Context: an optimization exercise on an open-source flow, tuned for a short achievable clock period and few clock cycles. The choices shown serve that exercise and are no tape-out recipe. Only simulation tests tie the RTL to the original design; equivalence was not proved. No activity file was given, so power comes from the tool's default toggle rates.

==> module mips_cpu, before the edit <==
module mips_cpu(clk, rst, instruction_memory_a, instruction_memory_rd, data_memory_a, data_memory_rd, data_memory_we, data_memory_wd,
                register_a1, register_a2, register_a3, register_we3, register_wd3, register_rd1, register_rd2);
  input clk, rst;
  output data_memory_we;
  output [31:0] instruction_memory_a, data_memory_a, data_memory_wd;
  input [31:0] instruction_memory_rd, data_memory_rd;
  output register_we3;
  output [31:0] register_a1, register_a2;    
  output [4:0] register_a3;
  output [31:0] register_wd3;
  input [31:0] register_rd1, register_rd2;
  reg  [31:0] pc_out, pc_n;
  wire [31:0] pc = ~pc_n;
  wire [31:0] pc4 = pc + 32'd4;
  assign instruction_memory_a = pc_out;
  wire [31:0] ins_f = instruction_memory_rd;
  wire        static_f = (ins_f[31:26] == 6'b000100) && (ins_f[25:21] == ins_f[20:16]);
  wire [15:0] next_lo;
  wire        cross_f;
  reg         v_d;
  reg         fix_d;    
  reg  [31:0] ir_d;
  reg  [31:0] pc4_d;
  wire [4:0]  rs = ir_d[25:21], rt = ir_d[20:16], rd = ir_d[15:11];
  wire is_r, is_addi, is_lw, is_sw, is_beq, sub_d, and_d, or_d, slt_d;
  control_unit cu(ir_d[31:26], ir_d[5:0], is_r, is_addi, is_lw, is_sw, is_beq, sub_d, and_d, or_d, slt_d);
  wire [31:0] imm_d = {{16{ir_d[15]}}, ir_d[15:0]};
  wire [31:0] tgt_d = pc4_d + {imm_d[29:0], 2'b00};
  wire [4:0]  dst_d = is_r ? rd : rt;
  wire        wr_d  = v_d & (is_r | is_addi | is_lw) & (dst_d != 5'd0);
  wire        beq_dyn    = v_d & is_beq & (rs != rt);
  wire        sum_d      = is_addi | (is_r & (ir_d[5:0] == 6'b100000 || ir_d[5:0] == 6'b100010));
  wire        use_rs = is_r | is_addi | is_lw | is_sw | (is_beq & (rs != rt));
  wire        use_rt = is_r | is_sw | (is_beq & (rs != rt));
  reg  [31:0] a_e, b_e, sd_e, tgt_e;
  reg         wr_e, ld_e, st_e, br_e, mem_e, sum_e;
  reg  [4:0]  rd_e;
  reg         sub_e, and_e, or_e, slt_e, add_e;
  reg  [31:0] res_m, addr_m, sd_m;
  reg         wr_m, ld_m, st_m;
  reg  [4:0]  rd_m;
  wire [31:0] alu_e;
  alu alu1(a_e, b_e, sub_e, add_e, and_e, or_e, slt_e, alu_e);
  wire taken_e = br_e & (a_e == b_e);
  wire zero_e = ((a_e ^ b_e) == {a_e[30:0] | b_e[30:0], sub_e});
  wire [31:0] res_m_val = ld_m ? data_memory_rd : res_m;
  assign data_memory_a  = addr_m;
  assign data_memory_wd = sd_m;
  assign data_memory_we = st_m;
  assign register_we3 = wr_m;
  assign register_a3  = rd_m;
  assign register_wd3 = res_m_val;
  wire        fwd_e_rs = wr_e && rd_e == rs;
  wire        fwd_e_rt = wr_e && rd_e == rt;
  wire [31:0] rs_old = (wr_m && rd_m == rs) ? res_m_val : register_rd1;
  wire [31:0] rt_old = (wr_m && rd_m == rt) ? res_m_val : register_rd2;
  wire        use_imm = is_addi | is_lw | is_sw;
  wire [31:0] a_next  = fwd_e_rs ? alu_e : rs_old;
  wire [31:0] sd_next = fwd_e_rt ? alu_e : rt_old;
  wire [31:0] b_other = (use_imm ? imm_d : rt_old) ^ {32{sub_d}};
  wire [31:0] b_next  = (fwd_e_rt & ~use_imm) ? (alu_e ^ {32{sub_d}}) : b_other;
  wire fast_d  = beq_dyn & wr_e & sum_e & (((rt == 5'd0) & (rs == rd_e)) | ((rs == 5'd0) & (rt == rd_e)));
  wire taken_d = fast_d & zero_e;
  wire stall = ld_e & wr_e & v_d & ((use_rs & rd_e == rs) | (use_rt & rd_e == rt));
  reg  [31:0] sel1_d, sel2_d;
  wire [4:0]  rs_f = stall ? rs : ins_f[25:21];
  wire [4:0]  rt_f = stall ? rt : ins_f[20:16];
  integer k;
  always @(posedge clk)
    for (k = 0; k < 32; k = k + 1) begin
      sel1_d[k] <= (k != 0) && (rs_f == k);
      sel2_d[k] <= (k != 0) && (rt_f == k);
    end
  assign register_a1 = sel1_d;
  assign register_a2 = sel2_d;
  wire fix_now = v_d & fix_d;
  wire take_f = static_f & ~rst & ~taken_e & ~stall & ~taken_d & ~fix_now;
  wire [31:0] pc_other = rst ? 32'd0 :
                         taken_e ? tgt_e :
                         stall ? pc4_d :    
                         (taken_d | fix_now) ? tgt_d : pc4;
  branch_target btf(pc4[17:2], ins_f[15:0], take_f, pc_other[17:2], next_lo, cross_f);
  wire [31:0] pc_next = {take_f ? pc4[31:18] : pc_other[31:18], next_lo, pc_other[1:0]};
  always @(posedge clk) begin
    pc_out <= pc_next;
    pc_n   <= ~pc_next;
  end
  always @(posedge clk) begin
    if (rst) begin
      v_d <= 1'b0;
      fix_d <= 1'b0;
      wr_e <= 1'b0; ld_e <= 1'b0; st_e <= 1'b0; br_e <= 1'b0; mem_e <= 1'b0; sum_e <= 1'b0;
      wr_m <= 1'b0; ld_m <= 1'b0; st_m <= 1'b0;
    end else begin
      if (taken_e || taken_d || fix_now) begin
        v_d <= 1'b0;
      end else if (!stall) begin
        v_d <= 1'b1;
      end
      fix_d <= take_f & cross_f;
      if (taken_e || stall) begin
        wr_e <= 1'b0; ld_e <= 1'b0; st_e <= 1'b0; br_e <= 1'b0; mem_e <= 1'b0; sum_e <= 1'b0;
      end else begin
        wr_e <= wr_d;
        ld_e <= v_d & is_lw;
        st_e <= v_d & is_sw;
        br_e <= beq_dyn & ~fast_d;
        sum_e <= v_d & sum_d;
        mem_e <= v_d & (is_lw | is_sw);
      end
      wr_m <= wr_e;
      ld_m <= ld_e;
      st_m <= st_e;
    end
  end
  always @(posedge clk) begin
    if (!stall) begin
      ir_d  <= instruction_memory_rd;
      pc4_d <= pc4;
    end
    a_e   <= a_next;
    b_e   <= b_next;
    sd_e  <= sd_next;
    tgt_e <= tgt_d;
    rd_e  <= dst_d;
    sub_e <= sub_d;
    and_e <= and_d;
    or_e  <= or_d;
    slt_e <= slt_d;
    add_e <= ~(and_d | or_d | slt_d);
    res_m <= alu_e;
    rd_m  <= rd_e;
    sd_m  <= sd_e;
    addr_m <= mem_e ? alu_e : 32'd0;
  end
endmodule
export LEC_CHECK = 0
export ABC_CLOCK_PERIOD_IN_PS = 2500
export CAP_MARGIN = 20
export CORE_MARGIN = 2
export CORE_UTILIZATION = 40
export PLACE_DENSITY = 0.6
export SETUP_SLACK_MARGIN = 5
export SLEW_MARGIN = 20
export SYNTH_HIERARCHICAL = 1
create_clock -name core_clock -period 10.5 [get_ports {clk}]
standard.sh (not shown) runs the stock make flow with config.mk's settings and CLKGATE_MAP_FILE= SYNTH_SCRIPT=/design/flow/synth_recipe.tcl, a recipe that flattens the netlist after the stock synthesis.
==> flow/flow/run.sh <==
#!/bin/bash
set -euo pipefail
MARGIN=$(cat flow/margin.txt)
bash standard.sh synth > synth_make.log 2>&1
bash standard.sh SETUP_SLACK_MARGIN=$MARGIN finish > layout_make.log 2>&1
==> flow/flow/margin.txt <==
7.4
Testbench counts at the start, summed over its fixed seeds: cycles 12,158.
Then changed:
--- a/flow/design.v
+++ b/flow/design.v
@@ -145,14 +145,51 @@
       sel2_d[k] <= (k != 0) && (rt_f == k);
     end
   assign register_a1 = sel1_d;
   assign register_a2 = sel2_d;
+  reg  [3:0]  bt_v;
+  reg  [31:2] bt_pc [0:3];    
+  reg  [31:2] bt_tgt [0:3];
+  reg  [1:0]  bt_ptr;
+  reg         bt_ins;      
+  reg  [31:2] pc_prev;     
+  reg  [3:0]  hit4, hitc;
+  reg  [31:2] skip_tgt_r;
+  integer j;
+  wire [31:2] pc_m4 = pc[31:2] - 30'd1;
+  always @(*) begin
+    skip_tgt_r = 30'd0;
+    for (j = 0; j < 4; j = j + 1) begin
+      hit4[j] = bt_v[j] && bt_pc[j] == pc[31:2];
+      hitc[j] = bt_v[j] && bt_pc[j] == pc_m4;
+      skip_tgt_r = skip_tgt_r | ({30{hit4[j]}} & bt_tgt[j]);
+    end
+  end
+  wire        skip_hit = |hit4;
+  wire [31:0] skip_tgt = {skip_tgt_r, 2'b00};
+  always @(posedge clk) begin
+    pc_prev <= pc[31:2];
+    if (rst) begin
+      bt_v <= 4'd0;
+      bt_ins <= 1'b0;
+      bt_ptr <= 2'd0;
+    end else begin
+      bt_ins <= take_f & ~(|hitc);
+      if (bt_ins && !fix_d) begin
+        bt_v[bt_ptr] <= 1'b1;
+        bt_pc[bt_ptr] <= pc_prev - 30'd1;
+        bt_tgt[bt_ptr] <= pc[31:2];
+        bt_ptr <= bt_ptr + 2'd1;
+      end
+    end
+  end
   wire fix_now = v_d & fix_d;
   wire take_f = static_f & ~rst & ~taken_e & ~stall & ~taken_d & ~fix_now;
   wire [31:0] pc_other = rst ? 32'd0 :
                          taken_e ? tgt_e :
                          stall ? pc4_d :    
-                         (taken_d | fix_now) ? tgt_d : pc4;
+                         (taken_d | fix_now) ? tgt_d :
+                         skip_hit ? skip_tgt : pc4;
   branch_target btf(pc4[17:2], ins_f[15:0], take_f, pc_other[17:2], next_lo, cross_f);
   wire [31:0] pc_next = {take_f ? pc4[31:18] : pc_other[31:18], next_lo, pc_other[1:0]};
   always @(posedge clk) begin
     pc_out <= pc_next;
Effect: Clock skew goes up by 0.050 ns. Via count goes up by about a fifth. Global-route usage goes up by 3.7 points. Non-clock buffer count goes down by 60. Cell count goes up by about a fifth. Core utilization goes down by 1.2 points. Clock-buffer cell count goes up by 57. Routed wire length goes up by a quarter to a third. Power goes up by about a fifth. Synthesized area goes up by about a fifth. Fmax goes down by a few percent. Setup slack loses 0.094 ns. Synthesized cell count goes up by about a fifth.
Testbench counts after the change, summed over its fixed seeds: cycles 11,662.

---

The RTL this note starts from:
==> flow/design.v <==
module alu(srca, srcb, sub, sel_and, sel_or, sel_slt, aluresult);
  input [31:0] srca, srcb;
  input sub, sel_and, sel_or, sel_slt;
  output [31:0] aluresult;
  wire [31:0] sum = srca + srcb + {31'd0, sub};
  wire lt = (srca[31] == srcb[31]) ? srca[31] : sum[31];
  assign aluresult = sel_and ? (srca & srcb) :
                     sel_or  ? (srca | srcb) :
                     sel_slt ? {31'd0, lt} : sum;
endmodule
module control_unit(opcode, funct, is_r, is_addi, is_lw, is_sw, is_beq, sub, sel_and, sel_or, sel_slt);
  input [5:0] opcode, funct;
  output is_r, is_addi, is_lw, is_sw, is_beq;
  output sub, sel_and, sel_or, sel_slt;
  assign is_r    = opcode == 6'b000000;
  assign is_addi = opcode == 6'b001000;
  assign is_lw   = opcode == 6'b100011;
  assign is_sw   = opcode == 6'b101011;
  assign is_beq  = opcode == 6'b000100;
  assign sub     = is_r && (funct == 6'b100010 || funct == 6'b101010);
  assign sel_and = is_r && funct == 6'b100100;
  assign sel_or  = is_r && funct == 6'b100101;
  assign sel_slt = is_r && funct == 6'b101010;
endmodule
module branch_target(pc_lo, imm, tgt_lo, outside);
  input  [15:0] pc_lo;
  input  [15:0] imm;
  output [15:0] tgt_lo;
  output outside;
  wire [16:0] lo = {1'b0, pc_lo} + {1'b0, imm} + 17'd1;
  assign tgt_lo = lo[15:0];
  assign outside = lo[16] ^ imm[15];
endmodule
module register_file(clk, we3, a1, a2, a3, wd3, rd1, rd2);
  input clk, we3;
  input [4:0] a1, a2, a3;
  input [31:0] wd3;
  output [31:0] rd1, rd2;
  reg [31:0] regs [1:31];
  always @(posedge clk)
    if (we3 && a3 != 5'd0)
      regs[a3] <= wd3;
  assign rd1 = (a1 == 5'd0) ? 32'd0 : regs[a1];
  assign rd2 = (a2 == 5'd0) ? 32'd0 : regs[a2];
endmodule
module mips_cpu(clk, rst, instruction_memory_a, instruction_memory_rd, data_memory_a, data_memory_rd, data_memory_we, data_memory_wd,
                register_a1, register_a2, register_a3, register_we3, register_wd3, register_rd1, register_rd2);
  input clk, rst;
  output data_memory_we;
  output [31:0] instruction_memory_a, data_memory_a, data_memory_wd;
  input [31:0] instruction_memory_rd, data_memory_rd;
  output register_we3;
  output [4:0] register_a1, register_a2, register_a3;
  output [31:0] register_wd3;
  input [31:0] register_rd1, register_rd2;
  reg  [31:0] pc;
  wire [31:0] pc4 = pc + 32'd4;
  assign instruction_memory_a = pc;
  wire [31:0] ins_f = instruction_memory_rd;
  wire        static_f = (ins_f[31:26] == 6'b000100) && (ins_f[25:21] == ins_f[20:16]);
  wire [15:0] tgt_lo_f;
  wire        cross_f;
  branch_target btf(pc[17:2], ins_f[15:0], tgt_lo_f, cross_f);
  reg         v_d;
  reg         fix_d;    
  reg  [31:0] ir_d;
  reg  [31:0] pc4_d;
  wire [4:0]  rs = ir_d[25:21], rt = ir_d[20:16], rd = ir_d[15:11];
  wire is_r, is_addi, is_lw, is_sw, is_beq, sub_d, and_d, or_d, slt_d;
  control_unit cu(ir_d[31:26], ir_d[5:0], is_r, is_addi, is_lw, is_sw, is_beq, sub_d, and_d, or_d, slt_d);
  wire [31:0] imm_d = {{16{ir_d[15]}}, ir_d[15:0]};
  wire [31:0] tgt_d = pc4_d + {imm_d[29:0], 2'b00};
  wire [4:0]  dst_d = is_r ? rd : rt;
  wire        wr_d  = v_d & (is_r | is_addi | is_lw) & (dst_d != 5'd0);
  wire        beq_dyn    = v_d & is_beq & (rs != rt);
  wire        sum_d      = is_addi | (is_r & (ir_d[5:0] == 6'b100000 || ir_d[5:0] == 6'b100010));
  wire        use_rs = is_r | is_addi | is_lw | is_sw | (is_beq & (rs != rt));
  wire        use_rt = is_r | is_sw | (is_beq & (rs != rt));
  reg  [31:0] a_e, b_e, sd_e, tgt_e;
  reg         wr_e, ld_e, st_e, br_e, mem_e, sum_e;
  reg  [4:0]  rd_e;
  reg         sub_e, and_e, or_e, slt_e;
  reg  [31:0] res_m, addr_m, sd_m;
  reg         wr_m, ld_m, st_m;
  reg  [4:0]  rd_m;
  wire [31:0] alu_e;
  alu alu1(a_e, b_e, sub_e, and_e, or_e, slt_e, alu_e);
  wire taken_e = br_e & (a_e == b_e);
  wire zero_e = ((a_e ^ b_e) == {a_e[30:0] | b_e[30:0], sub_e});
  wire [31:0] res_m_val = ld_m ? data_memory_rd : res_m;
  assign data_memory_a  = addr_m;
  assign data_memory_wd = sd_m;
  assign data_memory_we = st_m;
  assign register_we3 = wr_m;
  assign register_a3  = rd_m;
  assign register_wd3 = res_m_val;
  assign register_a1 = rs;
  assign register_a2 = rt;
  wire [31:0] rs_val = (wr_e && rd_e == rs) ? alu_e :
                       (wr_m && rd_m == rs) ? res_m_val : register_rd1;
  wire [31:0] rt_val = (wr_e && rd_e == rt) ? alu_e :
                       (wr_m && rd_m == rt) ? res_m_val : register_rd2;
  wire fast_d  = beq_dyn & wr_e & sum_e & (((rt == 5'd0) & (rs == rd_e)) | ((rs == 5'd0) & (rt == rd_e)));
  wire taken_d = fast_d & zero_e;
  wire stall = ld_e & wr_e & v_d & ((use_rs & rd_e == rs) | (use_rt & rd_e == rt));
  wire fix_now = v_d & fix_d;
  wire take_f = static_f & ~rst & ~taken_e & ~stall & ~taken_d & ~fix_now;
  wire [31:0] pc_other = rst ? 32'd0 :
                         taken_e ? tgt_e :
                         stall ? pc :
                         (taken_d | fix_now) ? tgt_d : pc4;
  wire [31:0] pc_next = take_f ? {pc[31:18], tgt_lo_f, 2'b00} : pc_other;
  always @(posedge clk) pc <= pc_next;
  always @(posedge clk) begin
    if (rst) begin
      v_d <= 1'b0;
      fix_d <= 1'b0;
      wr_e <= 1'b0; ld_e <= 1'b0; st_e <= 1'b0; br_e <= 1'b0; mem_e <= 1'b0; sum_e <= 1'b0;
      wr_m <= 1'b0; ld_m <= 1'b0; st_m <= 1'b0;
    end else begin
      if (taken_e || taken_d || fix_now) begin
        v_d <= 1'b0;
      end else if (!stall) begin
        v_d <= 1'b1;
      end
      fix_d <= take_f & cross_f;
      if (taken_e || stall) begin
        wr_e <= 1'b0; ld_e <= 1'b0; st_e <= 1'b0; br_e <= 1'b0; mem_e <= 1'b0; sum_e <= 1'b0;
      end else begin
        wr_e <= wr_d;
        ld_e <= v_d & is_lw;
        st_e <= v_d & is_sw;
        br_e <= beq_dyn & ~fast_d;
        sum_e <= v_d & sum_d;
        mem_e <= v_d & (is_lw | is_sw);
      end
      wr_m <= wr_e;
      ld_m <= ld_e;
      st_m <= st_e;
    end
  end
  always @(posedge clk) begin
    if (!stall) begin
      ir_d  <= instruction_memory_rd;
      pc4_d <= pc4;
    end
    a_e   <= rs_val;
    b_e   <= ((is_addi | is_lw | is_sw) ? imm_d : rt_val) ^ {32{sub_d}};
    sd_e  <= rt_val;
    tgt_e <= tgt_d;
    rd_e  <= dst_d;
    sub_e <= sub_d;
    and_e <= and_d;
    or_e  <= or_d;
    slt_e <= slt_d;
    res_m <= alu_e;
    rd_m  <= rd_e;
    sd_m  <= sd_e;
    addr_m <= mem_e ? alu_e : 32'd0;
  end
endmodule
module mips_top(clk, rst, imem_addr, imem_rdata, dmem_addr, dmem_we, dmem_wdata, dmem_rdata);
  input clk, rst;
  output [31:0] imem_addr;
  input [31:0] imem_rdata;
  output [31:0] dmem_addr;
  output dmem_we;
  output [31:0] dmem_wdata;
  input [31:0] dmem_rdata;
  wire [4:0] a1, a2, a3;
  wire we3;
  wire [31:0] wd3, rd1, rd2;
  mips_cpu cpu(clk, rst, imem_addr, imem_rdata, dmem_addr, dmem_rdata, dmem_we, dmem_wdata,
               a1, a2, a3, we3, wd3, rd1, rd2);
  register_file rf(clk, we3, a1, a2, a3, wd3, rd1, rd2);
endmodule
clock: 10.5 ns
lec_check: 0
abc_clock_period_in_ps: 2500
cap_margin: 20
core_margin: 2
core_utilization: 40
place_density: 0.6
setup_slack_margin: 5
slew_margin: 20
synth_hierarchical: 1
Scripts as last shown in full above: flow/flow/run.sh, flow/flow/margin.txt
Testbench counts at the start, summed over its fixed seeds: cycles 12,158.
Rerun with:
--- a/flow/design.v
+++ b/flow/design.v
@@ -1,12 +1,13 @@
-module alu(srca, srcb, sub, sel_and, sel_or, sel_slt, aluresult);
+module alu(srca, srcb, sub, sel_sum, sel_and, sel_or, sel_slt, aluresult);
   input [31:0] srca, srcb;
-  input sub, sel_and, sel_or, sel_slt;
+  input sub, sel_sum, sel_and, sel_or, sel_slt;
   output [31:0] aluresult;
   wire [31:0] sum = srca + srcb + {31'd0, sub};
   wire lt = (srca[31] == srcb[31]) ? srca[31] : sum[31];
-  assign aluresult = sel_and ? (srca & srcb) :
-                     sel_or  ? (srca | srcb) :
-                     sel_slt ? {31'd0, lt} : sum;
+  assign aluresult = ({32{sel_sum}} & sum) |
+                     ({32{sel_and}} & (srca & srcb)) |
+                     ({32{sel_or}}  & (srca | srcb)) |
+                     {31'd0, sel_slt & lt};
 endmodule
 module control_unit(opcode, funct, is_r, is_addi, is_lw, is_sw, is_beq, sub, sel_and, sel_or, sel_slt);
   input [5:0] opcode, funct;
@@ -22,12 +23,12 @@
   assign sel_or  = is_r && funct == 6'b100101;
   assign sel_slt = is_r && funct == 6'b101010;
 endmodule
-module branch_target(pc_lo, imm, tgt_lo, outside);
-  input  [15:0] pc_lo;
+module branch_target(pc4_lo, imm, tgt_lo, outside);
+  input  [15:0] pc4_lo;
   input  [15:0] imm;
   output [15:0] tgt_lo;
   output outside;
-  wire [16:0] lo = {1'b0, pc_lo} + {1'b0, imm} + 17'd1;
+  wire [16:0] lo = {1'b0, pc4_lo} + {1'b0, imm};
   assign tgt_lo = lo[15:0];
   assign outside = lo[16] ^ imm[15];
 endmodule
@@ -60,7 +61,7 @@
   wire        static_f = (ins_f[31:26] == 6'b000100) && (ins_f[25:21] == ins_f[20:16]);
   wire [15:0] tgt_lo_f;
   wire        cross_f;
-  branch_target btf(pc[17:2], ins_f[15:0], tgt_lo_f, cross_f);
+  branch_target btf(pc4[17:2], ins_f[15:0], tgt_lo_f, cross_f);
   reg         v_d;
   reg         fix_d;    
   reg  [31:0] ir_d;
@@ -79,12 +80,12 @@
   reg  [31:0] a_e, b_e, sd_e, tgt_e;
   reg         wr_e, ld_e, st_e, br_e, mem_e, sum_e;
   reg  [4:0]  rd_e;
-  reg         sub_e, and_e, or_e, slt_e;
+  reg         sub_e, and_e, or_e, slt_e, add_e;
   reg  [31:0] res_m, addr_m, sd_m;
   reg         wr_m, ld_m, st_m;
   reg  [4:0]  rd_m;
   wire [31:0] alu_e;
-  alu alu1(a_e, b_e, sub_e, and_e, or_e, slt_e, alu_e);
+  alu alu1(a_e, b_e, sub_e, add_e, and_e, or_e, slt_e, alu_e);
   wire taken_e = br_e & (a_e == b_e);
   wire zero_e = ((a_e ^ b_e) == {a_e[30:0] | b_e[30:0], sub_e});
   wire [31:0] res_m_val = ld_m ? data_memory_rd : res_m;
@@ -96,10 +97,15 @@
   assign register_wd3 = res_m_val;
   assign register_a1 = rs;
   assign register_a2 = rt;
-  wire [31:0] rs_val = (wr_e && rd_e == rs) ? alu_e :
-                       (wr_m && rd_m == rs) ? res_m_val : register_rd1;
-  wire [31:0] rt_val = (wr_e && rd_e == rt) ? alu_e :
-                       (wr_m && rd_m == rt) ? res_m_val : register_rd2;
+  wire        fwd_e_rs = wr_e && rd_e == rs;
+  wire        fwd_e_rt = wr_e && rd_e == rt;
+  wire [31:0] rs_old = (wr_m && rd_m == rs) ? res_m_val : register_rd1;
+  wire [31:0] rt_old = (wr_m && rd_m == rt) ? res_m_val : register_rd2;
+  wire        use_imm = is_addi | is_lw | is_sw;
+  wire [31:0] a_next  = fwd_e_rs ? alu_e : rs_old;
+  wire [31:0] sd_next = fwd_e_rt ? alu_e : rt_old;
+  wire [31:0] b_other = (use_imm ? imm_d : rt_old) ^ {32{sub_d}};
+  wire [31:0] b_next  = (fwd_e_rt & ~use_imm) ? (alu_e ^ {32{sub_d}}) : b_other;
   wire fast_d  = beq_dyn & wr_e & sum_e & (((rt == 5'd0) & (rs == rd_e)) | ((rs == 5'd0) & (rt == rd_e)));
   wire taken_d = fast_d & zero_e;
   wire stall = ld_e & wr_e & v_d & ((use_rs & rd_e == rs) | (use_rt & rd_e == rt));
@@ -107,9 +113,9 @@
   wire take_f = static_f & ~rst & ~taken_e & ~stall & ~taken_d & ~fix_now;
   wire [31:0] pc_other = rst ? 32'd0 :
                          taken_e ? tgt_e :
-                         stall ? pc :
+                         stall ? pc4_d :    
                          (taken_d | fix_now) ? tgt_d : pc4;
-  wire [31:0] pc_next = take_f ? {pc[31:18], tgt_lo_f, 2'b00} : pc_other;
+  wire [31:0] pc_next = take_f ? {pc4[31:18], tgt_lo_f, 2'b00} : pc_other;
   always @(posedge clk) pc <= pc_next;
   always @(posedge clk) begin
     if (rst) begin
@@ -144,15 +150,16 @@
       ir_d  <= instruction_memory_rd;
       pc4_d <= pc4;
     end
-    a_e   <= rs_val;
-    b_e   <= ((is_addi | is_lw | is_sw) ? imm_d : rt_val) ^ {32{sub_d}};
-    sd_e  <= rt_val;
+    a_e   <= a_next;
+    b_e   <= b_next;
+    sd_e  <= sd_next;
     tgt_e <= tgt_d;
     rd_e  <= dst_d;
     sub_e <= sub_d;
     and_e <= and_d;
     or_e  <= or_d;
     slt_e <= slt_d;
+    add_e <= ~(and_d | or_d | slt_d);
     res_m <= alu_e;
     rd_m  <= rd_e;
     sd_m  <= sd_e;
Outcome:
- worst setup slack gains 0.034 ns
- critical path depth decreases by 2
- die area decreases slightly
- final cell count decreases slightly
- global-route usage increases by 0.42 points
- count of clock-buffer cells in the layout increases by 3
- via count decreases by a few percent
- sequential share of layout area increases by 0.23 points
- utilization increases by 0.14 points
- hold slack stays flat
Testbench counts after the change, summed over its fixed seeds: cycles 12,158.

## port drivers added, routing unchanged
In the flow no input, the clock included, has a driving cell. The finished layouts below were timed again as built, in two steps.
Step 1: set_driving_cell puts a clkbuf_16 on clk and a buf_2 on each other input, an assumption about the parent block.
Step 2 moves the port delays by t, midway between the first and last clock arrival at a register: inputs arrive t later, outputs are due t later. That takes back most of the time a late clock gives input paths.
Slacks: ideal / step 1 / step 2; pairs: ideal / step 1.
| run | shift t [ns] | setup WS [ns] | worst setup path at the end | clock arrival spread, ns |
|---|---|---|---|---|
| the first run of note 1 | 0.867 | 7.034 / 7.048 / 6.220 | input to register | 0.036 / 0.036 |
| the second run of note 1 | 0.894 | 6.939 / 6.866 / 5.972 | input to register | 0.083 / 0.082 |
| the first run of note 2 | 0.853 | 6.945 / 6.881 / 6.188 | input to register | 0.039 / 0.039 |
| the second run of note 2 | 0.853 | 6.979 / 6.979 / 6.313 | input to register | 0.044 / 0.043 |
After both steps every run listed still meets setup and hold. For the second run of note 1, which loses most, drivers alone change the setup slack by -0.073 ns; drivers and shift together by -0.967 ns.
